This design comes from an exercise in tuning for small area and a short achievable clock period on the open sky130 flow, not from production work.
Where RTL was checked, it was by simulation tests only, not by an equivalence proof against the original.
Function not checked in run 2: the RTL went through the layout flow alone.
No activity file was given, so power comes from the tool's default toggle rates.

## flow/design.v (module list and top-level ports; edited modules follow where they fit)
// module line_buffer: 26 lines
// module conv_core: 1936 lines
// module csa_fa: 4 lines
// module conv_top: 38 lines
module conv_top (
    input  wire        clk,
    input  wire        rst,
    input  wire        pixel_valid,
    input  wire [7:0]  pixel_in,
    input  wire [71:0] kernel_in,
    output wire signed [15:0] conv_out,
    output wire        conv_valid
);
  // ...
==> flow/flow/run.sh <==
#!/bin/bash
bash standard.sh BUFFER_PORTS_ARGS="-buffer_cell sky130_fd_sc_hd__buf_2" SETUP_SLACK_MARGIN=7.75 finish > standard.log 2>&1
==> flow/standard.sh <==
#!/bin/bash
# synth_recipe.tcl (not shown) runs the flow's synth.tcl, then flattens the netlist and writes it again
# the make line also repeats each setting of config.mk as NAME=value (left out here)
make -C /OpenROAD-flow-scripts/flow DESIGN_CONFIG=/design/flow/config.mk WORK_HOME=/design/flow/orfs CLKGATE_MAP_FILE= SYNTH_SCRIPT=/design/flow/synth_recipe.tcl "${@:-finish}"
==> flow/config.mk <==
export PLATFORM = sky130hd
export DESIGN_NAME = conv_top
export DESIGN_NICKNAME = conv_top
export VERILOG_FILES = /design/flow/design.v
export SDC_FILE = /design/flow/constraint.sdc
export NUM_CORES = 4
export LEC_CHECK = 0
export CAP_MARGIN = 20
export CORE_MARGIN = 2
export CORE_UTILIZATION = 65
export CTS_CLUSTER_DIAMETER = 80
export CTS_CLUSTER_SIZE = 24
export PLACE_DENSITY = 0.72
export SLEW_MARGIN = 20
export SYNTH_HIERARCHICAL = 1
==> flow/constraint.sdc <==
create_clock -name core_clock -period 11.0 [get_ports {clk}]
set_input_delay 2.2000 -clock core_clock [delete_from_list [all_inputs] [get_ports {clk}]]
set_output_delay 2.2000 -clock core_clock [all_outputs]
set_load 0.01 [all_outputs]
==> summary.txt, run 1 <==
Outcome
  • Status: complete, no violations

Synthesis
  • Mapped Avg Cell Area: 13.3 um2
  • Post-Synth XOR/XNOR Area: 14.1%
  • Adder-cell share of the synthesized area: 28.7%
  • Ys flop type: dfxtp_1

Layout
  • Ant. Diodes: 0
  • Multi-input combinational area share: 53.0%
  • Layout fillers: 2553
  • Layout cell share with drive strength beyond 1: 11.0%
  • Sequential share of cell area: 38.9%

Critical path
  • Path length in cells of the critical path: 1
  • Crit start category: register
  • CP top delay family: flip-flops
  • Req. time, crit path: 8.80 ns
  • Critical Path Max Stage Delay: 0.36 ns
  • Crit-path cells: buf_2

STA
  • Worst slew margin: 31.4%
  • Period utilisation layout: 29.8%
  • Final setup viols: 0

Global routing
  • Initial antenna violation count: 0
  • Vias in the first global route: 14000
  • Met2 Usage GRT: 48.8%

Route
  • Met2 routed wirelength: 26600 um
  • Detailed Route WL: 57500 um

Placement
  • Pre-CTS WS: 7.64 ns

CTS
  • Post-CTS Setup Inserts: 0
  • Clk sinks: 405
  • Post-CTS Hold Buffers: 0

Pwr
  • Seq. pwr: 2.33 mW
  • Clk network pwr share: 13.3%
==> inputs of run 2 (changes only) <==
--- a/flow/design.v
+++ b/flow/design.v
@@ -1154,38 +1154,75 @@
     integer i, k;
     reg [8:0] wb;
     always @(posedge clk) begin
         for (i = 0; i < 9; i = i + 1) begin
             wb = {kernel[71-8*i -: 8], 1'b0};
             for (k = 0; k < 4; k = k + 1) begin
                 ke[(4*i+k)*3]   <= wb[2*k+2];
                 ke[(4*i+k)*3+1] <= wb[2*k+1] ^ wb[2*k];
-                ke[(4*i+k)*3+2] <= (wb[2*k+2] & ~wb[2*k+1] & ~wb[2*k]) | (~wb[2*k+2] & wb[2*k+1] & wb[2*k]);
+                if (k == 2 || k == 3)
+                    ke[(4*i+k)*3+2] <= (wb[2*k+2] & ~wb[2*k+1] & ~wb[2*k]) | (~wb[2*k+2] & wb[2*k+1] & wb[2*k]);
             end
         end
     end
+    wire two_0_0;
+    assign two_0_0 = ke[0] & ~ke[1];
+    wire two_0_1;
+    booth_two u_two0_1 (.n(ke[3]), .nb(ke[0]), .one(ke[4]), .two(two_0_1));
+    wire two_1_0;
+    assign two_1_0 = ke[12] & ~ke[13];
+    wire two_1_1;
+    booth_two u_two1_1 (.n(ke[15]), .nb(ke[12]), .one(ke[16]), .two(two_1_1));
+    wire two_2_0;
+    assign two_2_0 = ke[24] & ~ke[25];
+    wire two_2_1;
+    booth_two u_two2_1 (.n(ke[27]), .nb(ke[24]), .one(ke[28]), .two(two_2_1));
+    wire two_3_0;
+    assign two_3_0 = ke[36] & ~ke[37];
+    wire two_3_1;
+    booth_two u_two3_1 (.n(ke[39]), .nb(ke[36]), .one(ke[40]), .two(two_3_1));
+    wire two_4_0;
+    assign two_4_0 = ke[48] & ~ke[49];
+    wire two_4_1;
+    booth_two u_two4_1 (.n(ke[51]), .nb(ke[48]), .one(ke[52]), .two(two_4_1));
+    wire two_5_0;
+    assign two_5_0 = ke[60] & ~ke[61];
+    wire two_5_1;
+    booth_two u_two5_1 (.n(ke[63]), .nb(ke[60]), .one(ke[64]), .two(two_5_1));
+    wire two_6_0;
+    assign two_6_0 = ke[72] & ~ke[73];
+    wire two_6_1;
+    booth_two u_two6_1 (.n(ke[75]), .nb(ke[72]), .one(ke[76]), .two(two_6_1));
+    wire two_7_0;
+    assign two_7_0 = ke[84] & ~ke[85];
+    wire two_7_1;
+    booth_two u_two7_1 (.n(ke[87]), .nb(ke[84]), .one(ke[88]), .two(two_7_1));
+    wire two_8_0;
+    assign two_8_0 = ke[96] & ~ke[97];
+    wire two_8_1;
+    booth_two u_two8_1 (.n(ke[99]), .nb(ke[96]), .one(ke[100]), .two(two_8_1));
     assign pp1 = ((ke[1] & px[64]) ^ ke[0]);
-    assign pp2 = (((ke[1] & px[65]) | (ke[2] & px[64])) ^ ke[0]);
-    assign pp3 = (((ke[1] & px[66]) | (ke[2] & px[65])) ^ ke[0]);
-    assign pp4 = (((ke[1] & px[67]) | (ke[2] & px[66])) ^ ke[0]);
-    assign pp5 = (((ke[1] & px[68]) | (ke[2] & px[67])) ^ ke[0]);
-    assign pp6 = (((ke[1] & px[69]) | (ke[2] & px[68])) ^ ke[0]);
-    assign pp7 = (((ke[1] & px[70]) | (ke[2] & px[69])) ^ ke[0]);
-    assign pp8 = (((ke[1] & px[71]) | (ke[2] & px[70])) ^ ke[0]);
-    assign pp9 = ~(((ke[1] | ke[2]) & px[71]) ^ ke[0]);
+    assign pp2 = (((ke[1] & px[65]) | (two_0_0 & px[64])) ^ ke[0]);
+    assign pp3 = (((ke[1] & px[66]) | (two_0_0 & px[65])) ^ ke[0]);
+    assign pp4 = (((ke[1] & px[67]) | (two_0_0 & px[66])) ^ ke[0]);
+    assign pp5 = (((ke[1] & px[68]) | (two_0_0 & px[67])) ^ ke[0]);
+    assign pp6 = (((ke[1] & px[69]) | (two_0_0 & px[68])) ^ ke[0]);
+    assign pp7 = (((ke[1] & px[70]) | (two_0_0 & px[69])) ^ ke[0]);
+    assign pp8 = (((ke[1] & px[71]) | (two_0_0 & px[70])) ^ ke[0]);
+    assign pp9 = ~(((ke[1] | two_0_0) & px[71]) ^ ke[0]);
     assign pp10 = ((ke[4] & px[64]) ^ ke[3]);
-    assign pp11 = (((ke[4] & px[65]) | (ke[5] & px[64])) ^ ke[3]);
-    assign pp12 = (((ke[4] & px[66]) | (ke[5] & px[65])) ^ ke[3]);
-    assign pp13 = (((ke[4] & px[67]) | (ke[5] & px[66])) ^ ke[3]);
-    assign pp14 = (((ke[4] & px[68]) | (ke[5] & px[67])) ^ ke[3]);
-    assign pp15 = (((ke[4] & px[69]) | (ke[5] & px[68])) ^ ke[3]);
-    assign pp16 = (((ke[4] & px[70]) | (ke[5] & px[69])) ^ ke[3]);
-    assign pp17 = (((ke[4] & px[71]) | (ke[5] & px[70])) ^ ke[3]);
-    assign pp18 = ~(((ke[4] | ke[5]) & px[71]) ^ ke[3]);
+    assign pp11 = (((ke[4] & px[65]) | (two_0_1 & px[64])) ^ ke[3]);
+    assign pp12 = (((ke[4] & px[66]) | (two_0_1 & px[65])) ^ ke[3]);
+    assign pp13 = (((ke[4] & px[67]) | (two_0_1 & px[66])) ^ ke[3]);
+    assign pp14 = (((ke[4] & px[68]) | (two_0_1 & px[67])) ^ ke[3]);
+    assign pp15 = (((ke[4] & px[69]) | (two_0_1 & px[68])) ^ ke[3]);
+    assign pp16 = (((ke[4] & px[70]) | (two_0_1 & px[69])) ^ ke[3]);
+    assign pp17 = (((ke[4] & px[71]) | (two_0_1 & px[70])) ^ ke[3]);
+    assign pp18 = ~(((ke[4] | two_0_1) & px[71]) ^ ke[3]);
     assign pp19 = ((ke[7] & px[64]) ^ ke[6]);
     assign pp20 = (((ke[7] & px[65]) | (ke[8] & px[64])) ^ ke[6]);
     assign pp21 = (((ke[7] & px[66]) | (ke[8] & px[65])) ^ ke[6]);
     assign pp22 = (((ke[7] & px[67]) | (ke[8] & px[66])) ^ ke[6]);
     assign pp23 = (((ke[7] & px[68]) | (ke[8] & px[67])) ^ ke[6]);
     assign pp24 = (((ke[7] & px[69]) | (ke[8] & px[68])) ^ ke[6]);
     assign pp25 = (((ke[7] & px[70]) | (ke[8] & px[69])) ^ ke[6]);
     assign pp26 = (((ke[7] & px[71]) | (ke[8] & px[70])) ^ ke[6]);
@@ -1195,33 +1232,33 @@
     assign pp30 = (((ke[10] & px[66]) | (ke[11] & px[65])) ^ ke[9]);
     assign pp31 = (((ke[10] & px[67]) | (ke[11] & px[66])) ^ ke[9]);
     assign pp32 = (((ke[10] & px[68]) | (ke[11] & px[67])) ^ ke[9]);
     assign pp33 = (((ke[10] & px[69]) | (ke[11] & px[68])) ^ ke[9]);
     assign pp34 = (((ke[10] & px[70]) | (ke[11] & px[69])) ^ ke[9]);
     assign pp35 = (((ke[10] & px[71]) | (ke[11] & px[70])) ^ ke[9]);
     assign pp36 = ~(((ke[10] | ke[11]) & px[71]) ^ ke[9]);
     assign pp37 = ((ke[13] & px[56]) ^ ke[12]);
-    assign pp38 = (((ke[13] & px[57]) | (ke[14] & px[56])) ^ ke[12]);
-    assign pp39 = (((ke[13] & px[58]) | (ke[14] & px[57])) ^ ke[12]);
-    assign pp40 = (((ke[13] & px[59]) | (ke[14] & px[58])) ^ ke[12]);
-    assign pp41 = (((ke[13] & px[60]) | (ke[14] & px[59])) ^ ke[12]);
-    assign pp42 = (((ke[13] & px[61]) | (ke[14] & px[60])) ^ ke[12]);
-    assign pp43 = (((ke[13] & px[62]) | (ke[14] & px[61])) ^ ke[12]);
-    assign pp44 = (((ke[13] & px[63]) | (ke[14] & px[62])) ^ ke[12]);
-    assign pp45 = ~(((ke[13] | ke[14]) & px[63]) ^ ke[12]);
+    assign pp38 = (((ke[13] & px[57]) | (two_1_0 & px[56])) ^ ke[12]);
+    assign pp39 = (((ke[13] & px[58]) | (two_1_0 & px[57])) ^ ke[12]);
+    assign pp40 = (((ke[13] & px[59]) | (two_1_0 & px[58])) ^ ke[12]);
+    assign pp41 = (((ke[13] & px[60]) | (two_1_0 & px[59])) ^ ke[12]);
+    assign pp42 = (((ke[13] & px[61]) | (two_1_0 & px[60])) ^ ke[12]);
+    assign pp43 = (((ke[13] & px[62]) | (two_1_0 & px[61])) ^ ke[12]);
+    assign pp44 = (((ke[13] & px[63]) | (two_1_0 & px[62])) ^ ke[12]);
+    assign pp45 = ~(((ke[13] | two_1_0) & px[63]) ^ ke[12]);
     assign pp46 = ((ke[16] & px[56]) ^ ke[15]);
-    assign pp47 = (((ke[16] & px[57]) | (ke[17] & px[56])) ^ ke[15]);
-    assign pp48 = (((ke[16] & px[58]) | (ke[17] & px[57])) ^ ke[15]);
-    assign pp49 = (((ke[16] & px[59]) | (ke[17] & px[58])) ^ ke[15]);
-    assign pp50 = (((ke[16] & px[60]) | (ke[17] & px[59])) ^ ke[15]);
-    assign pp51 = (((ke[16] & px[61]) | (ke[17] & px[60])) ^ ke[15]);
-    assign pp52 = (((ke[16] & px[62]) | (ke[17] & px[61])) ^ ke[15]);
-    assign pp53 = (((ke[16] & px[63]) | (ke[17] & px[62])) ^ ke[15]);
-    assign pp54 = ~(((ke[16] | ke[17]) & px[63]) ^ ke[15]);
+    assign pp47 = (((ke[16] & px[57]) | (two_1_1 & px[56])) ^ ke[15]);
+    assign pp48 = (((ke[16] & px[58]) | (two_1_1 & px[57])) ^ ke[15]);
+    assign pp49 = (((ke[16] & px[59]) | (two_1_1 & px[58])) ^ ke[15]);
+    assign pp50 = (((ke[16] & px[60]) | (two_1_1 & px[59])) ^ ke[15]);
+    assign pp51 = (((ke[16] & px[61]) | (two_1_1 & px[60])) ^ ke[15]);
+    assign pp52 = (((ke[16] & px[62]) | (two_1_1 & px[61])) ^ ke[15]);
+    assign pp53 = (((ke[16] & px[63]) | (two_1_1 & px[62])) ^ ke[15]);
+    assign pp54 = ~(((ke[16] | two_1_1) & px[63]) ^ ke[15]);
     assign pp55 = ((ke[19] & px[56]) ^ ke[18]);
     assign pp56 = (((ke[19] & px[57]) | (ke[20] & px[56])) ^ ke[18]);
     assign pp57 = (((ke[19] & px[58]) | (ke[20] & px[57])) ^ ke[18]);
     assign pp58 = (((ke[19] & px[59]) | (ke[20] & px[58])) ^ ke[18]);
     assign pp59 = (((ke[19] & px[60]) | (ke[20] & px[59])) ^ ke[18]);
     assign pp60 = (((ke[19] & px[61]) | (ke[20] & px[60])) ^ ke[18]);
     assign pp61 = (((ke[19] & px[62]) | (ke[20] & px[61])) ^ ke[18]);
     assign pp62 = (((ke[19] & px[63]) | (ke[20] & px[62])) ^ ke[18]);
@@ -1231,33 +1268,33 @@
     assign pp66 = (((ke[22] & px[58]) | (ke[23] & px[57])) ^ ke[21]);
     assign pp67 = (((ke[22] & px[59]) | (ke[23] & px[58])) ^ ke[21]);
     assign pp68 = (((ke[22] & px[60]) | (ke[23] & px[59])) ^ ke[21]);
     assign pp69 = (((ke[22] & px[61]) | (ke[23] & px[60])) ^ ke[21]);
     assign pp70 = (((ke[22] & px[62]) | (ke[23] & px[61])) ^ ke[21]);
     assign pp71 = (((ke[22] & px[63]) | (ke[23] & px[62])) ^ ke[21]);
     assign pp72 = ~(((ke[22] | ke[23]) & px[63]) ^ ke[21]);
     assign pp73 = ((ke[25] & px[48]) ^ ke[24]);
-    assign pp74 = (((ke[25] & px[49]) | (ke[26] & px[48])) ^ ke[24]);
-    assign pp75 = (((ke[25] & px[50]) | (ke[26] & px[49])) ^ ke[24]);
-    assign pp76 = (((ke[25] & px[51]) | (ke[26] & px[50])) ^ ke[24]);
-    assign pp77 = (((ke[25] & px[52]) | (ke[26] & px[51])) ^ ke[24]);
-    assign pp78 = (((ke[25] & px[53]) | (ke[26] & px[52])) ^ ke[24]);
-    assign pp79 = (((ke[25] & px[54]) | (ke[26] & px[53])) ^ ke[24]);
-    assign pp80 = (((ke[25] & px[55]) | (ke[26] & px[54])) ^ ke[24]);
-    assign pp81 = ~(((ke[25] | ke[26]) & px[55]) ^ ke[24]);
+    assign pp74 = (((ke[25] & px[49]) | (two_2_0 & px[48])) ^ ke[24]);
+    assign pp75 = (((ke[25] & px[50]) | (two_2_0 & px[49])) ^ ke[24]);
+    assign pp76 = (((ke[25] & px[51]) | (two_2_0 & px[50])) ^ ke[24]);
+    assign pp77 = (((ke[25] & px[52]) | (two_2_0 & px[51])) ^ ke[24]);
+    assign pp78 = (((ke[25] & px[53]) | (two_2_0 & px[52])) ^ ke[24]);
+    assign pp79 = (((ke[25] & px[54]) | (two_2_0 & px[53])) ^ ke[24]);
+    assign pp80 = (((ke[25] & px[55]) | (two_2_0 & px[54])) ^ ke[24]);
+    assign pp81 = ~(((ke[25] | two_2_0) & px[55]) ^ ke[24]);
     assign pp82 = ((ke[28] & px[48]) ^ ke[27]);
-    assign pp83 = (((ke[28] & px[49]) | (ke[29] & px[48])) ^ ke[27]);
-    assign pp84 = (((ke[28] & px[50]) | (ke[29] & px[49])) ^ ke[27]);
-    assign pp85 = (((ke[28] & px[51]) | (ke[29] & px[50])) ^ ke[27]);
-    assign pp86 = (((ke[28] & px[52]) | (ke[29] & px[51])) ^ ke[27]);
-    assign pp87 = (((ke[28] & px[53]) | (ke[29] & px[52])) ^ ke[27]);
-    assign pp88 = (((ke[28] & px[54]) | (ke[29] & px[53])) ^ ke[27]);
-    assign pp89 = (((ke[28] & px[55]) | (ke[29] & px[54])) ^ ke[27]);
-    assign pp90 = ~(((ke[28] | ke[29]) & px[55]) ^ ke[27]);
+    assign pp83 = (((ke[28] & px[49]) | (two_2_1 & px[48])) ^ ke[27]);
+    assign pp84 = (((ke[28] & px[50]) | (two_2_1 & px[49])) ^ ke[27]);
+    assign pp85 = (((ke[28] & px[51]) | (two_2_1 & px[50])) ^ ke[27]);
+    assign pp86 = (((ke[28] & px[52]) | (two_2_1 & px[51])) ^ ke[27]);
+    assign pp87 = (((ke[28] & px[53]) | (two_2_1 & px[52])) ^ ke[27]);
+    assign pp88 = (((ke[28] & px[54]) | (two_2_1 & px[53])) ^ ke[27]);
+    assign pp89 = (((ke[28] & px[55]) | (two_2_1 & px[54])) ^ ke[27]);
+    assign pp90 = ~(((ke[28] | two_2_1) & px[55]) ^ ke[27]);
     assign pp91 = ((ke[31] & px[48]) ^ ke[30]);
     assign pp92 = (((ke[31] & px[49]) | (ke[32] & px[48])) ^ ke[30]);
     assign pp93 = (((ke[31] & px[50]) | (ke[32] & px[49])) ^ ke[30]);
     assign pp94 = (((ke[31] & px[51]) | (ke[32] & px[50])) ^ ke[30]);
     assign pp95 = (((ke[31] & px[52]) | (ke[32] & px[51])) ^ ke[30]);
     assign pp96 = (((ke[31] & px[53]) | (ke[32] & px[52])) ^ ke[30]);
     assign pp97 = (((ke[31] & px[54]) | (ke[32] & px[53])) ^ ke[30]);
     assign pp98 = (((ke[31] & px[55]) | (ke[32] & px[54])) ^ ke[30]);
@@ -1267,33 +1304,33 @@
     assign pp102 = (((ke[34] & px[50]) | (ke[35] & px[49])) ^ ke[33]);
     assign pp103 = (((ke[34] & px[51]) | (ke[35] & px[50])) ^ ke[33]);
     assign pp104 = (((ke[34] & px[52]) | (ke[35] & px[51])) ^ ke[33]);
     assign pp105 = (((ke[34] & px[53]) | (ke[35] & px[52])) ^ ke[33]);
     assign pp106 = (((ke[34] & px[54]) | (ke[35] & px[53])) ^ ke[33]);
     assign pp107 = (((ke[34] & px[55]) | (ke[35] & px[54])) ^ ke[33]);
     assign pp108 = ~(((ke[34] | ke[35]) & px[55]) ^ ke[33]);
     assign pp109 = ((ke[37] & px[40]) ^ ke[36]);
-    assign pp110 = (((ke[37] & px[41]) | (ke[38] & px[40])) ^ ke[36]);
-    assign pp111 = (((ke[37] & px[42]) | (ke[38] & px[41])) ^ ke[36]);
-    assign pp112 = (((ke[37] & px[43]) | (ke[38] & px[42])) ^ ke[36]);
-    assign pp113 = (((ke[37] & px[44]) | (ke[38] & px[43])) ^ ke[36]);
-    assign pp114 = (((ke[37] & px[45]) | (ke[38] & px[44])) ^ ke[36]);
-    assign pp115 = (((ke[37] & px[46]) | (ke[38] & px[45])) ^ ke[36]);
-    assign pp116 = (((ke[37] & px[47]) | (ke[38] & px[46])) ^ ke[36]);
-    assign pp117 = ~(((ke[37] | ke[38]) & px[47]) ^ ke[36]);
+    assign pp110 = (((ke[37] & px[41]) | (two_3_0 & px[40])) ^ ke[36]);
+    assign pp111 = (((ke[37] & px[42]) | (two_3_0 & px[41])) ^ ke[36]);
+    assign pp112 = (((ke[37] & px[43]) | (two_3_0 & px[42])) ^ ke[36]);
+    assign pp113 = (((ke[37] & px[44]) | (two_3_0 & px[43])) ^ ke[36]);
+    assign pp114 = (((ke[37] & px[45]) | (two_3_0 & px[44])) ^ ke[36]);
+    assign pp115 = (((ke[37] & px[46]) | (two_3_0 & px[45])) ^ ke[36]);
+    assign pp116 = (((ke[37] & px[47]) | (two_3_0 & px[46])) ^ ke[36]);
+    assign pp117 = ~(((ke[37] | two_3_0) & px[47]) ^ ke[36]);
     assign pp118 = ((ke[40] & px[40]) ^ ke[39]);
-    assign pp119 = (((ke[40] & px[41]) | (ke[41] & px[40])) ^ ke[39]);
-    assign pp120 = (((ke[40] & px[42]) | (ke[41] & px[41])) ^ ke[39]);
-    assign pp121 = (((ke[40] & px[43]) | (ke[41] & px[42])) ^ ke[39]);
-    assign pp122 = (((ke[40] & px[44]) | (ke[41] & px[43])) ^ ke[39]);
-    assign pp123 = (((ke[40] & px[45]) | (ke[41] & px[44])) ^ ke[39]);
-    assign pp124 = (((ke[40] & px[46]) | (ke[41] & px[45])) ^ ke[39]);
-    assign pp125 = (((ke[40] & px[47]) | (ke[41] & px[46])) ^ ke[39]);
-    assign pp126 = ~(((ke[40] | ke[41]) & px[47]) ^ ke[39]);
+    assign pp119 = (((ke[40] & px[41]) | (two_3_1 & px[40])) ^ ke[39]);
+    assign pp120 = (((ke[40] & px[42]) | (two_3_1 & px[41])) ^ ke[39]);
+    assign pp121 = (((ke[40] & px[43]) | (two_3_1 & px[42])) ^ ke[39]);
+    assign pp122 = (((ke[40] & px[44]) | (two_3_1 & px[43])) ^ ke[39]);
+    assign pp123 = (((ke[40] & px[45]) | (two_3_1 & px[44])) ^ ke[39]);
+    assign pp124 = (((ke[40] & px[46]) | (two_3_1 & px[45])) ^ ke[39]);
+    assign pp125 = (((ke[40] & px[47]) | (two_3_1 & px[46])) ^ ke[39]);
+    assign pp126 = ~(((ke[40] | two_3_1) & px[47]) ^ ke[39]);
     assign pp127 = ((ke[43] & px[40]) ^ ke[42]);
     assign pp128 = (((ke[43] & px[41]) | (ke[44] & px[40])) ^ ke[42]);
     assign pp129 = (((ke[43] & px[42]) | (ke[44] & px[41])) ^ ke[42]);
     assign pp130 = (((ke[43] & px[43]) | (ke[44] & px[42])) ^ ke[42]);
     assign pp131 = (((ke[43] & px[44]) | (ke[44] & px[43])) ^ ke[42]);
     assign pp132 = (((ke[43] & px[45]) | (ke[44] & px[44])) ^ ke[42]);
     assign pp133 = (((ke[43] & px[46]) | (ke[44] & px[45])) ^ ke[42]);
     assign pp134 = (((ke[43] & px[47]) | (ke[44] & px[46])) ^ ke[42]);
@@ -1303,33 +1340,33 @@
     assign pp138 = (((ke[46] & px[42]) | (ke[47] & px[41])) ^ ke[45]);
     assign pp139 = (((ke[46] & px[43]) | (ke[47] & px[42])) ^ ke[45]);
     assign pp140 = (((ke[46] & px[44]) | (ke[47] & px[43])) ^ ke[45]);
     assign pp141 = (((ke[46] & px[45]) | (ke[47] & px[44])) ^ ke[45]);
     assign pp142 = (((ke[46] & px[46]) | (ke[47] & px[45])) ^ ke[45]);
     assign pp143 = (((ke[46] & px[47]) | (ke[47] & px[46])) ^ ke[45]);
     assign pp144 = ~(((ke[46] | ke[47]) & px[47]) ^ ke[45]);
     assign pp145 = ((ke[49] & px[32]) ^ ke[48]);
-    assign pp146 = (((ke[49] & px[33]) | (ke[50] & px[32])) ^ ke[48]);
-    assign pp147 = (((ke[49] & px[34]) | (ke[50] & px[33])) ^ ke[48]);
-    assign pp148 = (((ke[49] & px[35]) | (ke[50] & px[34])) ^ ke[48]);
-    assign pp149 = (((ke[49] & px[36]) | (ke[50] & px[35])) ^ ke[48]);
-    assign pp150 = (((ke[49] & px[37]) | (ke[50] & px[36])) ^ ke[48]);
-    assign pp151 = (((ke[49] & px[38]) | (ke[50] & px[37])) ^ ke[48]);
-    assign pp152 = (((ke[49] & px[39]) | (ke[50] & px[38])) ^ ke[48]);
-    assign pp153 = ~(((ke[49] | ke[50]) & px[39]) ^ ke[48]);
+    assign pp146 = (((ke[49] & px[33]) | (two_4_0 & px[32])) ^ ke[48]);
+    assign pp147 = (((ke[49] & px[34]) | (two_4_0 & px[33])) ^ ke[48]);
+    assign pp148 = (((ke[49] & px[35]) | (two_4_0 & px[34])) ^ ke[48]);
+    assign pp149 = (((ke[49] & px[36]) | (two_4_0 & px[35])) ^ ke[48]);
+    assign pp150 = (((ke[49] & px[37]) | (two_4_0 & px[36])) ^ ke[48]);
+    assign pp151 = (((ke[49] & px[38]) | (two_4_0 & px[37])) ^ ke[48]);
+    assign pp152 = (((ke[49] & px[39]) | (two_4_0 & px[38])) ^ ke[48]);
+    assign pp153 = ~(((ke[49] | two_4_0) & px[39]) ^ ke[48]);
     assign pp154 = ((ke[52] & px[32]) ^ ke[51]);
-    assign pp155 = (((ke[52] & px[33]) | (ke[53] & px[32])) ^ ke[51]);
-    assign pp156 = (((ke[52] & px[34]) | (ke[53] & px[33])) ^ ke[51]);
-    assign pp157 = (((ke[52] & px[35]) | (ke[53] & px[34])) ^ ke[51]);
-    assign pp158 = (((ke[52] & px[36]) | (ke[53] & px[35])) ^ ke[51]);
-    assign pp159 = (((ke[52] & px[37]) | (ke[53] & px[36])) ^ ke[51]);
-    assign pp160 = (((ke[52] & px[38]) | (ke[53] & px[37])) ^ ke[51]);
-    assign pp161 = (((ke[52] & px[39]) | (ke[53] & px[38])) ^ ke[51]);
-    assign pp162 = ~(((ke[52] | ke[53]) & px[39]) ^ ke[51]);
+    assign pp155 = (((ke[52] & px[33]) | (two_4_1 & px[32])) ^ ke[51]);
+    assign pp156 = (((ke[52] & px[34]) | (two_4_1 & px[33])) ^ ke[51]);
+    assign pp157 = (((ke[52] & px[35]) | (two_4_1 & px[34])) ^ ke[51]);
+    assign pp158 = (((ke[52] & px[36]) | (two_4_1 & px[35])) ^ ke[51]);
+    assign pp159 = (((ke[52] & px[37]) | (two_4_1 & px[36])) ^ ke[51]);
+    assign pp160 = (((ke[52] & px[38]) | (two_4_1 & px[37])) ^ ke[51]);
+    assign pp161 = (((ke[52] & px[39]) | (two_4_1 & px[38])) ^ ke[51]);
+    assign pp162 = ~(((ke[52] | two_4_1) & px[39]) ^ ke[51]);
     assign pp163 = ((ke[55] & px[32]) ^ ke[54]);
     assign pp164 = (((ke[55] & px[33]) | (ke[56] & px[32])) ^ ke[54]);
     assign pp165 = (((ke[55] & px[34]) | (ke[56] & px[33])) ^ ke[54]);
     assign pp166 = (((ke[55] & px[35]) | (ke[56] & px[34])) ^ ke[54]);
     assign pp167 = (((ke[55] & px[36]) | (ke[56] & px[35])) ^ ke[54]);
     assign pp168 = (((ke[55] & px[37]) | (ke[56] & px[36])) ^ ke[54]);
     assign pp169 = (((ke[55] & px[38]) | (ke[56] & px[37])) ^ ke[54]);
     assign pp170 = (((ke[55] & px[39]) | (ke[56] & px[38])) ^ ke[54]);
@@ -1339,33 +1376,33 @@
     assign pp174 = (((ke[58] & px[34]) | (ke[59] & px[33])) ^ ke[57]);
     assign pp175 = (((ke[58] & px[35]) | (ke[59] & px[34])) ^ ke[57]);
     assign pp176 = (((ke[58] & px[36]) | (ke[59] & px[35])) ^ ke[57]);
     assign pp177 = (((ke[58] & px[37]) | (ke[59] & px[36])) ^ ke[57]);
     assign pp178 = (((ke[58] & px[38]) | (ke[59] & px[37])) ^ ke[57]);
     assign pp179 = (((ke[58] & px[39]) | (ke[59] & px[38])) ^ ke[57]);
     assign pp180 = ~(((ke[58] | ke[59]) & px[39]) ^ ke[57]);
     assign pp181 = ((ke[61] & px[24]) ^ ke[60]);
-    assign pp182 = (((ke[61] & px[25]) | (ke[62] & px[24])) ^ ke[60]);
-    assign pp183 = (((ke[61] & px[26]) | (ke[62] & px[25])) ^ ke[60]);
-    assign pp184 = (((ke[61] & px[27]) | (ke[62] & px[26])) ^ ke[60]);
-    assign pp185 = (((ke[61] & px[28]) | (ke[62] & px[27])) ^ ke[60]);
-    assign pp186 = (((ke[61] & px[29]) | (ke[62] & px[28])) ^ ke[60]);
-    assign pp187 = (((ke[61] & px[30]) | (ke[62] & px[29])) ^ ke[60]);
-    assign pp188 = (((ke[61] & px[31]) | (ke[62] & px[30])) ^ ke[60]);
-    assign pp189 = ~(((ke[61] | ke[62]) & px[31]) ^ ke[60]);
+    assign pp182 = (((ke[61] & px[25]) | (two_5_0 & px[24])) ^ ke[60]);
+    assign pp183 = (((ke[61] & px[26]) | (two_5_0 & px[25])) ^ ke[60]);
+    assign pp184 = (((ke[61] & px[27]) | (two_5_0 & px[26])) ^ ke[60]);
+    assign pp185 = (((ke[61] & px[28]) | (two_5_0 & px[27])) ^ ke[60]);
+    assign pp186 = (((ke[61] & px[29]) | (two_5_0 & px[28])) ^ ke[60]);
+    assign pp187 = (((ke[61] & px[30]) | (two_5_0 & px[29])) ^ ke[60]);
+    assign pp188 = (((ke[61] & px[31]) | (two_5_0 & px[30])) ^ ke[60]);
+    assign pp189 = ~(((ke[61] | two_5_0) & px[31]) ^ ke[60]);
     assign pp190 = ((ke[64] & px[24]) ^ ke[63]);
-    assign pp191 = (((ke[64] & px[25]) | (ke[65] & px[24])) ^ ke[63]);
-    assign pp192 = (((ke[64] & px[26]) | (ke[65] & px[25])) ^ ke[63]);
-    assign pp193 = (((ke[64] & px[27]) | (ke[65] & px[26])) ^ ke[63]);
-    assign pp194 = (((ke[64] & px[28]) | (ke[65] & px[27])) ^ ke[63]);
-    assign pp195 = (((ke[64] & px[29]) | (ke[65] & px[28])) ^ ke[63]);
-    assign pp196 = (((ke[64] & px[30]) | (ke[65] & px[29])) ^ ke[63]);
-    assign pp197 = (((ke[64] & px[31]) | (ke[65] & px[30])) ^ ke[63]);
-    assign pp198 = ~(((ke[64] | ke[65]) & px[31]) ^ ke[63]);
+    assign pp191 = (((ke[64] & px[25]) | (two_5_1 & px[24])) ^ ke[63]);
+    assign pp192 = (((ke[64] & px[26]) | (two_5_1 & px[25])) ^ ke[63]);
+    assign pp193 = (((ke[64] & px[27]) | (two_5_1 & px[26])) ^ ke[63]);
+    assign pp194 = (((ke[64] & px[28]) | (two_5_1 & px[27])) ^ ke[63]);
+    assign pp195 = (((ke[64] & px[29]) | (two_5_1 & px[28])) ^ ke[63]);
+    assign pp196 = (((ke[64] & px[30]) | (two_5_1 & px[29])) ^ ke[63]);
+    assign pp197 = (((ke[64] & px[31]) | (two_5_1 & px[30])) ^ ke[63]);
+    assign pp198 = ~(((ke[64] | two_5_1) & px[31]) ^ ke[63]);
     assign pp199 = ((ke[67] & px[24]) ^ ke[66]);
     assign pp200 = (((ke[67] & px[25]) | (ke[68] & px[24])) ^ ke[66]);
     assign pp201 = (((ke[67] & px[26]) | (ke[68] & px[25])) ^ ke[66]);
     assign pp202 = (((ke[67] & px[27]) | (ke[68] & px[26])) ^ ke[66]);
     assign pp203 = (((ke[67] & px[28]) | (ke[68] & px[27])) ^ ke[66]);
     assign pp204 = (((ke[67] & px[29]) | (ke[68] & px[28])) ^ ke[66]);
     assign pp205 = (((ke[67] & px[30]) | (ke[68] & px[29])) ^ ke[66]);
     assign pp206 = (((ke[67] & px[31]) | (ke[68] & px[30])) ^ ke[66]);
@@ -1375,33 +1412,33 @@
     assign pp210 = (((ke[70] & px[26]) | (ke[71] & px[25])) ^ ke[69]);
     assign pp211 = (((ke[70] & px[27]) | (ke[71] & px[26])) ^ ke[69]);
     assign pp212 = (((ke[70] & px[28]) | (ke[71] & px[27])) ^ ke[69]);
     assign pp213 = (((ke[70] & px[29]) | (ke[71] & px[28])) ^ ke[69]);
     assign pp214 = (((ke[70] & px[30]) | (ke[71] & px[29])) ^ ke[69]);
     assign pp215 = (((ke[70] & px[31]) | (ke[71] & px[30])) ^ ke[69]);
     assign pp216 = ~(((ke[70] | ke[71]) & px[31]) ^ ke[69]);
     assign pp217 = ((ke[73] & px[16]) ^ ke[72]);
-    assign pp218 = (((ke[73] & px[17]) | (ke[74] & px[16])) ^ ke[72]);
-    assign pp219 = (((ke[73] & px[18]) | (ke[74] & px[17])) ^ ke[72]);
-    assign pp220 = (((ke[73] & px[19]) | (ke[74] & px[18])) ^ ke[72]);
-    assign pp221 = (((ke[73] & px[20]) | (ke[74] & px[19])) ^ ke[72]);
-    assign pp222 = (((ke[73] & px[21]) | (ke[74] & px[20])) ^ ke[72]);
-    assign pp223 = (((ke[73] & px[22]) | (ke[74] & px[21])) ^ ke[72]);
-    assign pp224 = (((ke[73] & px[23]) | (ke[74] & px[22])) ^ ke[72]);
-    assign pp225 = ~(((ke[73] | ke[74]) & px[23]) ^ ke[72]);
+    assign pp218 = (((ke[73] & px[17]) | (two_6_0 & px[16])) ^ ke[72]);
+    assign pp219 = (((ke[73] & px[18]) | (two_6_0 & px[17])) ^ ke[72]);
+    assign pp220 = (((ke[73] & px[19]) | (two_6_0 & px[18])) ^ ke[72]);
+    assign pp221 = (((ke[73] & px[20]) | (two_6_0 & px[19])) ^ ke[72]);
+    assign pp222 = (((ke[73] & px[21]) | (two_6_0 & px[20])) ^ ke[72]);
+    assign pp223 = (((ke[73] & px[22]) | (two_6_0 & px[21])) ^ ke[72]);
+    assign pp224 = (((ke[73] & px[23]) | (two_6_0 & px[22])) ^ ke[72]);
+    assign pp225 = ~(((ke[73] | two_6_0) & px[23]) ^ ke[72]);
     assign pp226 = ((ke[76] & px[16]) ^ ke[75]);
-    assign pp227 = (((ke[76] & px[17]) | (ke[77] & px[16])) ^ ke[75]);
-    assign pp228 = (((ke[76] & px[18]) | (ke[77] & px[17])) ^ ke[75]);
-    assign pp229 = (((ke[76] & px[19]) | (ke[77] & px[18])) ^ ke[75]);
-    assign pp230 = (((ke[76] & px[20]) | (ke[77] & px[19])) ^ ke[75]);
-    assign pp231 = (((ke[76] & px[21]) | (ke[77] & px[20])) ^ ke[75]);
-    assign pp232 = (((ke[76] & px[22]) | (ke[77] & px[21])) ^ ke[75]);
-    assign pp233 = (((ke[76] & px[23]) | (ke[77] & px[22])) ^ ke[75]);
-    assign pp234 = ~(((ke[76] | ke[77]) & px[23]) ^ ke[75]);
+    assign pp227 = (((ke[76] & px[17]) | (two_6_1 & px[16])) ^ ke[75]);
+    assign pp228 = (((ke[76] & px[18]) | (two_6_1 & px[17])) ^ ke[75]);
+    assign pp229 = (((ke[76] & px[19]) | (two_6_1 & px[18])) ^ ke[75]);
+    assign pp230 = (((ke[76] & px[20]) | (two_6_1 & px[19])) ^ ke[75]);
+    assign pp231 = (((ke[76] & px[21]) | (two_6_1 & px[20])) ^ ke[75]);
+    assign pp232 = (((ke[76] & px[22]) | (two_6_1 & px[21])) ^ ke[75]);
+    assign pp233 = (((ke[76] & px[23]) | (two_6_1 & px[22])) ^ ke[75]);
+    assign pp234 = ~(((ke[76] | two_6_1) & px[23]) ^ ke[75]);
     assign pp235 = ((ke[79] & px[16]) ^ ke[78]);
     assign pp236 = (((ke[79] & px[17]) | (ke[80] & px[16])) ^ ke[78]);
     assign pp237 = (((ke[79] & px[18]) | (ke[80] & px[17])) ^ ke[78]);
     assign pp238 = (((ke[79] & px[19]) | (ke[80] & px[18])) ^ ke[78]);
     assign pp239 = (((ke[79] & px[20]) | (ke[80] & px[19])) ^ ke[78]);
     assign pp240 = (((ke[79] & px[21]) | (ke[80] & px[20])) ^ ke[78]);
     assign pp241 = (((ke[79] & px[22]) | (ke[80] & px[21])) ^ ke[78]);
     assign pp242 = (((ke[79] & px[23]) | (ke[80] & px[22])) ^ ke[78]);
@@ -1411,33 +1448,33 @@
     assign pp246 = (((ke[82] & px[18]) | (ke[83] & px[17])) ^ ke[81]);
     assign pp247 = (((ke[82] & px[19]) | (ke[83] & px[18])) ^ ke[81]);
     assign pp248 = (((ke[82] & px[20]) | (ke[83] & px[19])) ^ ke[81]);
     assign pp249 = (((ke[82] & px[21]) | (ke[83] & px[20])) ^ ke[81]);
     assign pp250 = (((ke[82] & px[22]) | (ke[83] & px[21])) ^ ke[81]);
     assign pp251 = (((ke[82] & px[23]) | (ke[83] & px[22])) ^ ke[81]);
     assign pp252 = ~(((ke[82] | ke[83]) & px[23]) ^ ke[81]);
     assign pp253 = ((ke[85] & px[8]) ^ ke[84]);
-    assign pp254 = (((ke[85] & px[9]) | (ke[86] & px[8])) ^ ke[84]);
-    assign pp255 = (((ke[85] & px[10]) | (ke[86] & px[9])) ^ ke[84]);
-    assign pp256 = (((ke[85] & px[11]) | (ke[86] & px[10])) ^ ke[84]);
-    assign pp257 = (((ke[85] & px[12]) | (ke[86] & px[11])) ^ ke[84]);
-    assign pp258 = (((ke[85] & px[13]) | (ke[86] & px[12])) ^ ke[84]);
-    assign pp259 = (((ke[85] & px[14]) | (ke[86] & px[13])) ^ ke[84]);
-    assign pp260 = (((ke[85] & px[15]) | (ke[86] & px[14])) ^ ke[84]);
-    assign pp261 = ~(((ke[85] | ke[86]) & px[15]) ^ ke[84]);
+    assign pp254 = (((ke[85] & px[9]) | (two_7_0 & px[8])) ^ ke[84]);
+    assign pp255 = (((ke[85] & px[10]) | (two_7_0 & px[9])) ^ ke[84]);
+    assign pp256 = (((ke[85] & px[11]) | (two_7_0 & px[10])) ^ ke[84]);
+    assign pp257 = (((ke[85] & px[12]) | (two_7_0 & px[11])) ^ ke[84]);
+    assign pp258 = (((ke[85] & px[13]) | (two_7_0 & px[12])) ^ ke[84]);
+    assign pp259 = (((ke[85] & px[14]) | (two_7_0 & px[13])) ^ ke[84]);
+    assign pp260 = (((ke[85] & px[15]) | (two_7_0 & px[14])) ^ ke[84]);
+    assign pp261 = ~(((ke[85] | two_7_0) & px[15]) ^ ke[84]);
     assign pp262 = ((ke[88] & px[8]) ^ ke[87]);
-    assign pp263 = (((ke[88] & px[9]) | (ke[89] & px[8])) ^ ke[87]);
-    assign pp264 = (((ke[88] & px[10]) | (ke[89] & px[9])) ^ ke[87]);
-    assign pp265 = (((ke[88] & px[11]) | (ke[89] & px[10])) ^ ke[87]);
-    assign pp266 = (((ke[88] & px[12]) | (ke[89] & px[11])) ^ ke[87]);
-    assign pp267 = (((ke[88] & px[13]) | (ke[89] & px[12])) ^ ke[87]);
-    assign pp268 = (((ke[88] & px[14]) | (ke[89] & px[13])) ^ ke[87]);
-    assign pp269 = (((ke[88] & px[15]) | (ke[89] & px[14])) ^ ke[87]);
-    assign pp270 = ~(((ke[88] | ke[89]) & px[15]) ^ ke[87]);
+    assign pp263 = (((ke[88] & px[9]) | (two_7_1 & px[8])) ^ ke[87]);
+    assign pp264 = (((ke[88] & px[10]) | (two_7_1 & px[9])) ^ ke[87]);
+    assign pp265 = (((ke[88] & px[11]) | (two_7_1 & px[10])) ^ ke[87]);
+    assign pp266 = (((ke[88] & px[12]) | (two_7_1 & px[11])) ^ ke[87]);
+    assign pp267 = (((ke[88] & px[13]) | (two_7_1 & px[12])) ^ ke[87]);
+    assign pp268 = (((ke[88] & px[14]) | (two_7_1 & px[13])) ^ ke[87]);
+    assign pp269 = (((ke[88] & px[15]) | (two_7_1 & px[14])) ^ ke[87]);
+    assign pp270 = ~(((ke[88] | two_7_1) & px[15]) ^ ke[87]);
     assign pp271 = ((ke[91] & px[8]) ^ ke[90]);
     assign pp272 = (((ke[91] & px[9]) | (ke[92] & px[8])) ^ ke[90]);
     assign pp273 = (((ke[91] & px[10]) | (ke[92] & px[9])) ^ ke[90]);
     assign pp274 = (((ke[91] & px[11]) | (ke[92] & px[10])) ^ ke[90]);
     assign pp275 = (((ke[91] & px[12]) | (ke[92] & px[11])) ^ ke[90]);
     assign pp276 = (((ke[91] & px[13]) | (ke[92] & px[12])) ^ ke[90]);
     assign pp277 = (((ke[91] & px[14]) | (ke[92] & px[13])) ^ ke[90]);
     assign pp278 = (((ke[91] & px[15]) | (ke[92] & px[14])) ^ ke[90]);
@@ -1447,33 +1484,33 @@
     assign pp282 = (((ke[94] & px[10]) | (ke[95] & px[9])) ^ ke[93]);
     assign pp283 = (((ke[94] & px[11]) | (ke[95] & px[10])) ^ ke[93]);
     assign pp284 = (((ke[94] & px[12]) | (ke[95] & px[11])) ^ ke[93]);
     assign pp285 = (((ke[94] & px[13]) | (ke[95] & px[12])) ^ ke[93]);
     assign pp286 = (((ke[94] & px[14]) | (ke[95] & px[13])) ^ ke[93]);
     assign pp287 = (((ke[94] & px[15]) | (ke[95] & px[14])) ^ ke[93]);
     assign pp288 = ~(((ke[94] | ke[95]) & px[15]) ^ ke[93]);
     assign pp289 = ((ke[97] & px[0]) ^ ke[96]);
-    assign pp290 = (((ke[97] & px[1]) | (ke[98] & px[0])) ^ ke[96]);
-    assign pp291 = (((ke[97] & px[2]) | (ke[98] & px[1])) ^ ke[96]);
-    assign pp292 = (((ke[97] & px[3]) | (ke[98] & px[2])) ^ ke[96]);
-    assign pp293 = (((ke[97] & px[4]) | (ke[98] & px[3])) ^ ke[96]);
-    assign pp294 = (((ke[97] & px[5]) | (ke[98] & px[4])) ^ ke[96]);
-    assign pp295 = (((ke[97] & px[6]) | (ke[98] & px[5])) ^ ke[96]);
-    assign pp296 = (((ke[97] & px[7]) | (ke[98] & px[6])) ^ ke[96]);
-    assign pp297 = ~(((ke[97] | ke[98]) & px[7]) ^ ke[96]);
+    assign pp290 = (((ke[97] & px[1]) | (two_8_0 & px[0])) ^ ke[96]);
+    assign pp291 = (((ke[97] & px[2]) | (two_8_0 & px[1])) ^ ke[96]);
+    assign pp292 = (((ke[97] & px[3]) | (two_8_0 & px[2])) ^ ke[96]);
+    assign pp293 = (((ke[97] & px[4]) | (two_8_0 & px[3])) ^ ke[96]);
+    assign pp294 = (((ke[97] & px[5]) | (two_8_0 & px[4])) ^ ke[96]);
+    assign pp295 = (((ke[97] & px[6]) | (two_8_0 & px[5])) ^ ke[96]);
+    assign pp296 = (((ke[97] & px[7]) | (two_8_0 & px[6])) ^ ke[96]);
+    assign pp297 = ~(((ke[97] | two_8_0) & px[7]) ^ ke[96]);
     assign pp298 = ((ke[100] & px[0]) ^ ke[99]);
-    assign pp299 = (((ke[100] & px[1]) | (ke[101] & px[0])) ^ ke[99]);
-    assign pp300 = (((ke[100] & px[2]) | (ke[101] & px[1])) ^ ke[99]);
-    assign pp301 = (((ke[100] & px[3]) | (ke[101] & px[2])) ^ ke[99]);
-    assign pp302 = (((ke[100] & px[4]) | (ke[101] & px[3])) ^ ke[99]);
-    assign pp303 = (((ke[100] & px[5]) | (ke[101] & px[4])) ^ ke[99]);
-    assign pp304 = (((ke[100] & px[6]) | (ke[101] & px[5])) ^ ke[99]);
-    assign pp305 = (((ke[100] & px[7]) | (ke[101] & px[6])) ^ ke[99]);
-    assign pp306 = ~(((ke[100] | ke[101]) & px[7]) ^ ke[99]);
+    assign pp299 = (((ke[100] & px[1]) | (two_8_1 & px[0])) ^ ke[99]);
+    assign pp300 = (((ke[100] & px[2]) | (two_8_1 & px[1])) ^ ke[99]);
+    assign pp301 = (((ke[100] & px[3]) | (two_8_1 & px[2])) ^ ke[99]);
+    assign pp302 = (((ke[100] & px[4]) | (two_8_1 & px[3])) ^ ke[99]);
+    assign pp303 = (((ke[100] & px[5]) | (two_8_1 & px[4])) ^ ke[99]);
+    assign pp304 = (((ke[100] & px[6]) | (two_8_1 & px[5])) ^ ke[99]);
+    assign pp305 = (((ke[100] & px[7]) | (two_8_1 & px[6])) ^ ke[99]);
+    assign pp306 = ~(((ke[100] | two_8_1) & px[7]) ^ ke[99]);
     assign pp307 = ((ke[103] & px[0]) ^ ke[102]);
     assign pp308 = (((ke[103] & px[1]) | (ke[104] & px[0])) ^ ke[102]);
     assign pp309 = (((ke[103] & px[2]) | (ke[104] & px[1])) ^ ke[102]);
     assign pp310 = (((ke[103] & px[3]) | (ke[104] & px[2])) ^ ke[102]);
     assign pp311 = (((ke[103] & px[4]) | (ke[104] & px[3])) ^ ke[102]);
     assign pp312 = (((ke[103] & px[5]) | (ke[104] & px[4])) ^ ke[102]);
     assign pp313 = (((ke[103] & px[6]) | (ke[104] & px[5])) ^ ke[102]);
     assign pp314 = (((ke[103] & px[7]) | (ke[104] & px[6])) ^ ke[102]);
@@ -1946,31 +1983,33 @@
         r1101 <= c1053;
         r1102 <= s1062;
         r1103 <= s1070;
         r1104 <= c1063;
         r1105 <= c1071;
         r1106 <= s1076;
         r1107 <= x1081;
         conv_out <= ra + rb;
+        conv_valid <= vpipe[1];
     end
     always @(posedge clk or posedge rst) begin
         if (rst) begin
             vpipe <= 2'd0;
-            conv_valid <= 1'b0;
         end else begin
             vpipe <= {vpipe[0:0], window_valid};
-            conv_valid <= vpipe[1];
         end
     end
 endmodule
 module csa_fa(input wire a, input wire b, input wire c, output wire s, output wire co);
     assign s  = a ^ b ^ c;
     assign co = (a & b) | (a & c) | (b & c);
 endmodule
+module booth_two(input wire n, input wire nb, input wire one, output wire two);
+    assign two = (n ^ nb) & ~one;
+endmodule
 `timescale 1ns/1ps
 module conv_top (
     input  wire        clk,
     input  wire        rst,
     input  wire        pixel_valid,
     input  wire [7:0]  pixel_in,
     input  wire [71:0] kernel_in,
     output wire signed [15:0] conv_out,
==> flow/flow/run.sh (replaced) <==
#!/bin/bash
# The standard layout (standard.sh), with these changes:
#  - port buffers are plain buffers: buf_2 on the outputs, and buf_1 on the
#    inputs (swapped in after global placement by flow/small_inbuf.tcl);
#  - clock tree: sink clusters of up to 27 sinks within 90 um, no dummy loads;
#  - the timing repair steps aim for 7.75 ns of setup slack.
# Each tool's output goes to the ORFS logs; make's own output to standard.log.
bash standard.sh \
  BUFFER_PORTS_ARGS="-buffer_cell sky130_fd_sc_hd__buf_2" \
  POST_GLOBAL_PLACE_TCL="$PWD/flow/small_inbuf.tcl" \
  CTS_ARGS="-sink_clustering_enable -repair_clock_nets -sink_clustering_size 27 -sink_clustering_max_diameter 90 -dont_use_dummy_load" \
  SETUP_SLACK_MARGIN=7.75 \
  finish > standard.log 2>&1
==> flow/flow/small_inbuf.tcl (new file) <==
# Input port buffers only drive a register or two: use buf_1 for them.
set db [ord::get_db]
set block [ord::get_db_block]
set m [$db findMaster sky130_fd_sc_hd__buf_1]
set n 0
foreach bt [$block getBTerms] {
  if {[$bt getIoType] ne "INPUT" || [$bt getName] eq "clk"} { continue }
  set net [$bt getNet]
  foreach it [$net getITerms] {
    set inst [$it getInst]
    if {[[$inst getMaster] getName] eq "sky130_fd_sc_hd__buf_2"} {
      $inst swapMaster $m
      incr n
    }
  }
}
puts "small_inbuf: $n input buffers set to buf_1"
==> summary.txt, run 2 <==
Pwr
  • Clk network pwr share: 10.7% (-2.6 points)
  • Pleak: 8.99 nW
  • Total power: 7.19 mW
  • Sequential power share: 31.3%
  • Switching share of power: 42.2%
  • P_int: 4.16 mW
  • Peak supply drop: 0.357 mV
  • Logic pwr share: 58.1%
  • P_sw: 3.03 mW
  • Power density over the cells: 291 nW/um2

Outcome
  • Status: complete, no violations

Floorplanning
  • Die width: 192 um
  • Die Footprint: 37100 um2
  • Die H: 192 um
  • Placeable Area: 35300 um2
  • Std-Cell Rows: 69
  • Ports: 100
  • Initial Util: 65.4%

STA
  • Post-route setup TNS: 0 ns
  • Max Freq: 304 MHz
  • Period utilisation layout: 29.9% (+0.17 points)
  • Final setup viols: 0 (unchanged)
  • Slew Viols, Final: 0
  • Hold slack: 0.341 ns
  • RSZ-0062 raised after global routing: true
  • Final worst setup slack: 7.71 ns
  • Setup Skew: 0.0621 ns
  • Worst-margin pin slew: 1.06 ns
  • Worst slew margin: 29.6% (-1.8 points)
  • Final-report hold violation count: 0
  • Final min period: 3.29 ns

Route
  • Wirelength per Cell: 25.5 um
  • Vias: 14200
  • Pre-antenna DRT Iters: 6
  • Vias/cell: 6.12
  • Antenna-violating nets left: 0
  • Initial drt markers: 1468
  • Detailed Route WL: 59200 um (+2.9%)
  • DR DRC count: 0

CTS
  • H-tree levels: 1
  • CTS tree: done
  • Insertion delay to the later sink of the worst-skew pair: 0.57 ns
  • CTS Buf Count: 20
  • Root Buffer: clkbuf_16
  • Clk buf depth: 3
  • Post-CTS Hold Buffers: 0 (unchanged)
  • CTS clk-pin slew, worst paths: 0.09 ns
  • Clk sinks: 387 (-4.4%)

Synthesis
  • Adder-cell share of the synthesized area: 29.1% (+0.35 points)
  • Top-count cell post-synth: fa_1
  • Ys flop type: dfxtp_1
  • Synth Area in Simple Gates: 6.47%
  • Mux share of post-synthesis cell area: 0.656%
  • Synth unique cells: 40
  • Sequential fraction of the synthesis area: 39.9%
  • Synth area leader: fa_1
  • Largest family of logic cells by synthesized area: adder cells
  • Mapped Avg Cell Area: 12.5 um2 (-6.1%)
  • Post-Synth XOR/XNOR Area: 11.8% (-2.3 points)
  • Warnings from Yosys: 9
  • Post-Syn Area: 23100 um2
  • Largest cells by area after synthesis: fa_1 (28%), dfxtp_1 (20%), edfxtp_1 (19%), xnor2_1 (9.3%), a22oi_1 (6.1%)
  • Post-synthesis compound-gate area fraction: 9.03%
  • Post-synth top area share: 28.4%
  • Asr flop ratio synth: 1.81%
  • Cell count after synthesis: 1850
  • Synth cell count leaders: fa_1 (328), xnor2_1 (245), dfxtp_1 (236)
  • EDFF count, synth: 144
  • Seq cells post-synth: 387
  • Syn nets: 2273

Critical path
  • Path type of the worst setup path: register to register
  • Crit start category: register
  • Buf/Inv on CP: 0
  • Slowest CP cell: edfxtp_1
  • Critical Path AT: 3.68 ns
  • Crit Path Max Fanout: 9
  • Critical Path Max Stage Delay: 0.62 ns (+0.26 ns)
  • Crit-path cells: nand2_1, o21ai_0, fa_1, fa_1, fa_1, fa_1
  • Crit path capture type: register
  • CP most frequent cell: fa_1
  • Req. time, crit path: 11.39 ns (+2.59 ns)
  • CP top delay family: adder cells

Layout
  • Area occupied by multi-input gates: 13300 um2
  • Layout area overhead: 7.08%
  • Finished Layout Cells: 2325
  • Layout fillers: 2540 (-0.51%)
  • Biggest register: u_line_buffer.taps
  • Commonest non-fill, non-tap cell in the layout: fa_1
  • Register area: 9340 um2
  • Largest regs: u_line_buffer.taps: 144 flops, u_core.ke: 90 flops, u_core.conv_out: 16 flops
  • Ant. Diodes: 0 (unchanged)
  • Leading cell types in the layout, fill and taps excluded: fa_1 (306), xnor2_1 (239), a22oi_1 (187)
  • Largest register FFs: 144
  • Layout cell share with drive strength beyond 1: 11.7% (+0.68 points)
  • Nets@finish: 2289

Global routing
  • First-pass GRT wire length: 86500 um
  • Global-route usage over all layers: 32.8%
  • Largest net degree at the start of global routing: 83
  • Initial antenna violation count: 0 (unchanged)
  • Global route overflow: 0
  • Vias in the first global route: 14000 (+0.18%)

Placement
  • Placed insts: 2237
  • Input/output buffers: 99
  • Pre-CTS WS: 6.97 ns (-0.666 ns)
  • HPWL Detailed: 45900 um

Min path
  • HP Class: register to register

Flow run
  • Max Cap Viol: 0
run 2: cell count changes after synthesis, moves of 7 or more:
cell      previous run  this run
dfxtp_1            253       236
o21ai_0             63       109
a22oi_1            253       189
xnor2_1            302       245
nand3_1              3        67
nor2b_1             10         1
nand3b_1            28        10
mux2_2               0         9
nand2b_1            29        75
nor2_1               4        21
nand2_1             41       121
xor2_1              73        66
run 2: cell type report:
| type | count | share of cell area (%) |
|---|---|---|
| clock buffers | 20 | 2.02 |
| well taps | 461 | 2.33 |
| inverters | 6 | 0.0911 |
| repair buffers | 168 | 3.84 |
| multi-input cells | 1283 | 53.9 |
| flip-flops and latches | 387 | 37.8 |
run 2: per-module statistics from Yosys, one instance, submodules excluded:
| module | cell area (um2) | copies in the design | cells inside |
|---|---|---|---|
| booth_two | 12.5 | 9 | 2 |
| conv_core | 11700 | 1 | 1335 |
| conv_top | 180 | 1 | 9 |
| csa_fa | 20.0 | 328 | 1 |
| line_buffer | 4560 | 1 | 160 |
run 2: cells by family (layout without fill, tap and decap cells):
family,count (synthesis),in the layout
flops,387,387
fa+ha+maj,340,340
compound gates,313,313
xor+xnor,311,311
simple gates,306,306
buf+inv,180,194
mux,13,13
run 2: path summary, 6_finish.rpt:
| check | from | to | slack [ns] | cells after the start |
|---|---|---|---|---|
| min in group asynchronous | rst | u_core.vpipe[1] | 1.50 | 2 |
| worst min register to register | u_core.r857 | u_core.r1083 | 0.34 | 0 |
| worst min-delay path | u_core.r857 | u_core.r1083 | 0.34 | 0 |
| worst max register to register | u_line_buffer.taps[134] | u_core.r907 | 7.71 | 6 |
| max in group asynchronous | rst | u_line_buffer.row[0] | 9.30 | 2 |
| worst max-delay path | u_line_buffer.taps[134] | u_core.r907 | 7.71 | 6 |
run 2: layer usage:
layer | global-route usage, % | vias to the layer above | part of all wire (%) | routed length [um]
li1 | - | 6203 | - | -
met1 | 44.1 | 7184 | 38 | 22800
met2 | 51.3 | 721 | 47 | 27500
met3 | 8.53 | 125 | 10 | 5990
met4 | 13.9 | 0 | 4.9 | 2900
met5 | 0 | - | 0 | 0
run 2: repair_timing:
item	4_1_cts	5_1_grt
pin swaps	7	35
gates resized for setup	68	58
endpoints found under the hold margin	0	0
buffers inserted	21	47
endpoints found under the setup margin	70	32
run 2: metrics by stage:
stage / util, % / cell area (um2)
finish: 70.0 / 24700
global route: 70.0 / 24700
CTS: 68.5 / 24200
detailed placement: 66.3 / 23400
global placement: 66.6 / 23500
floorplan: - / 23100
run 2: power groups by stage:
stage	combinational, mW	clock (mW)	sequential (mW)
6_report	4.18	0.766	2.25
5_1_grt	4.58	0.835	2.29
4_1_cts	4.07	0.789	2.25
3_5_place_dp	4.04	0	2.29
3_3_place_gp	3.96	0	2.27
2_1_floorplan	2.43	0	2.14

-- afterwards: timing with drivers on the ports --
No port has a modelled driver above. Below, the same layouts with a new extraction and two added sets of constraints.
Step 1 assumes that a clkbuf_16 drives the clock port and a buf_2 every other input.
Step 2 times the ports against the registers' clock, not the clock port: input delays grow and output delays shrink by t, the midpoint of the rising clock arrivals with the driver on.
Three values: ideal ports, drivers, drivers and shift; two values: the first two.
run	shift t [ns]	setup WS [ns]	latest minus earliest clock arrival (ns)	worst data-port slew with drivers (ns)	pins driven straight from the clock port
run 1	0.624	7.726 / 7.673 / 7.785	0.024 / 0.024	0.06	1
run 2	0.596	7.707 / 7.707 / 7.707	0.063 / 0.062	0.05	1
After both steps setup and hold are still met in every run listed.
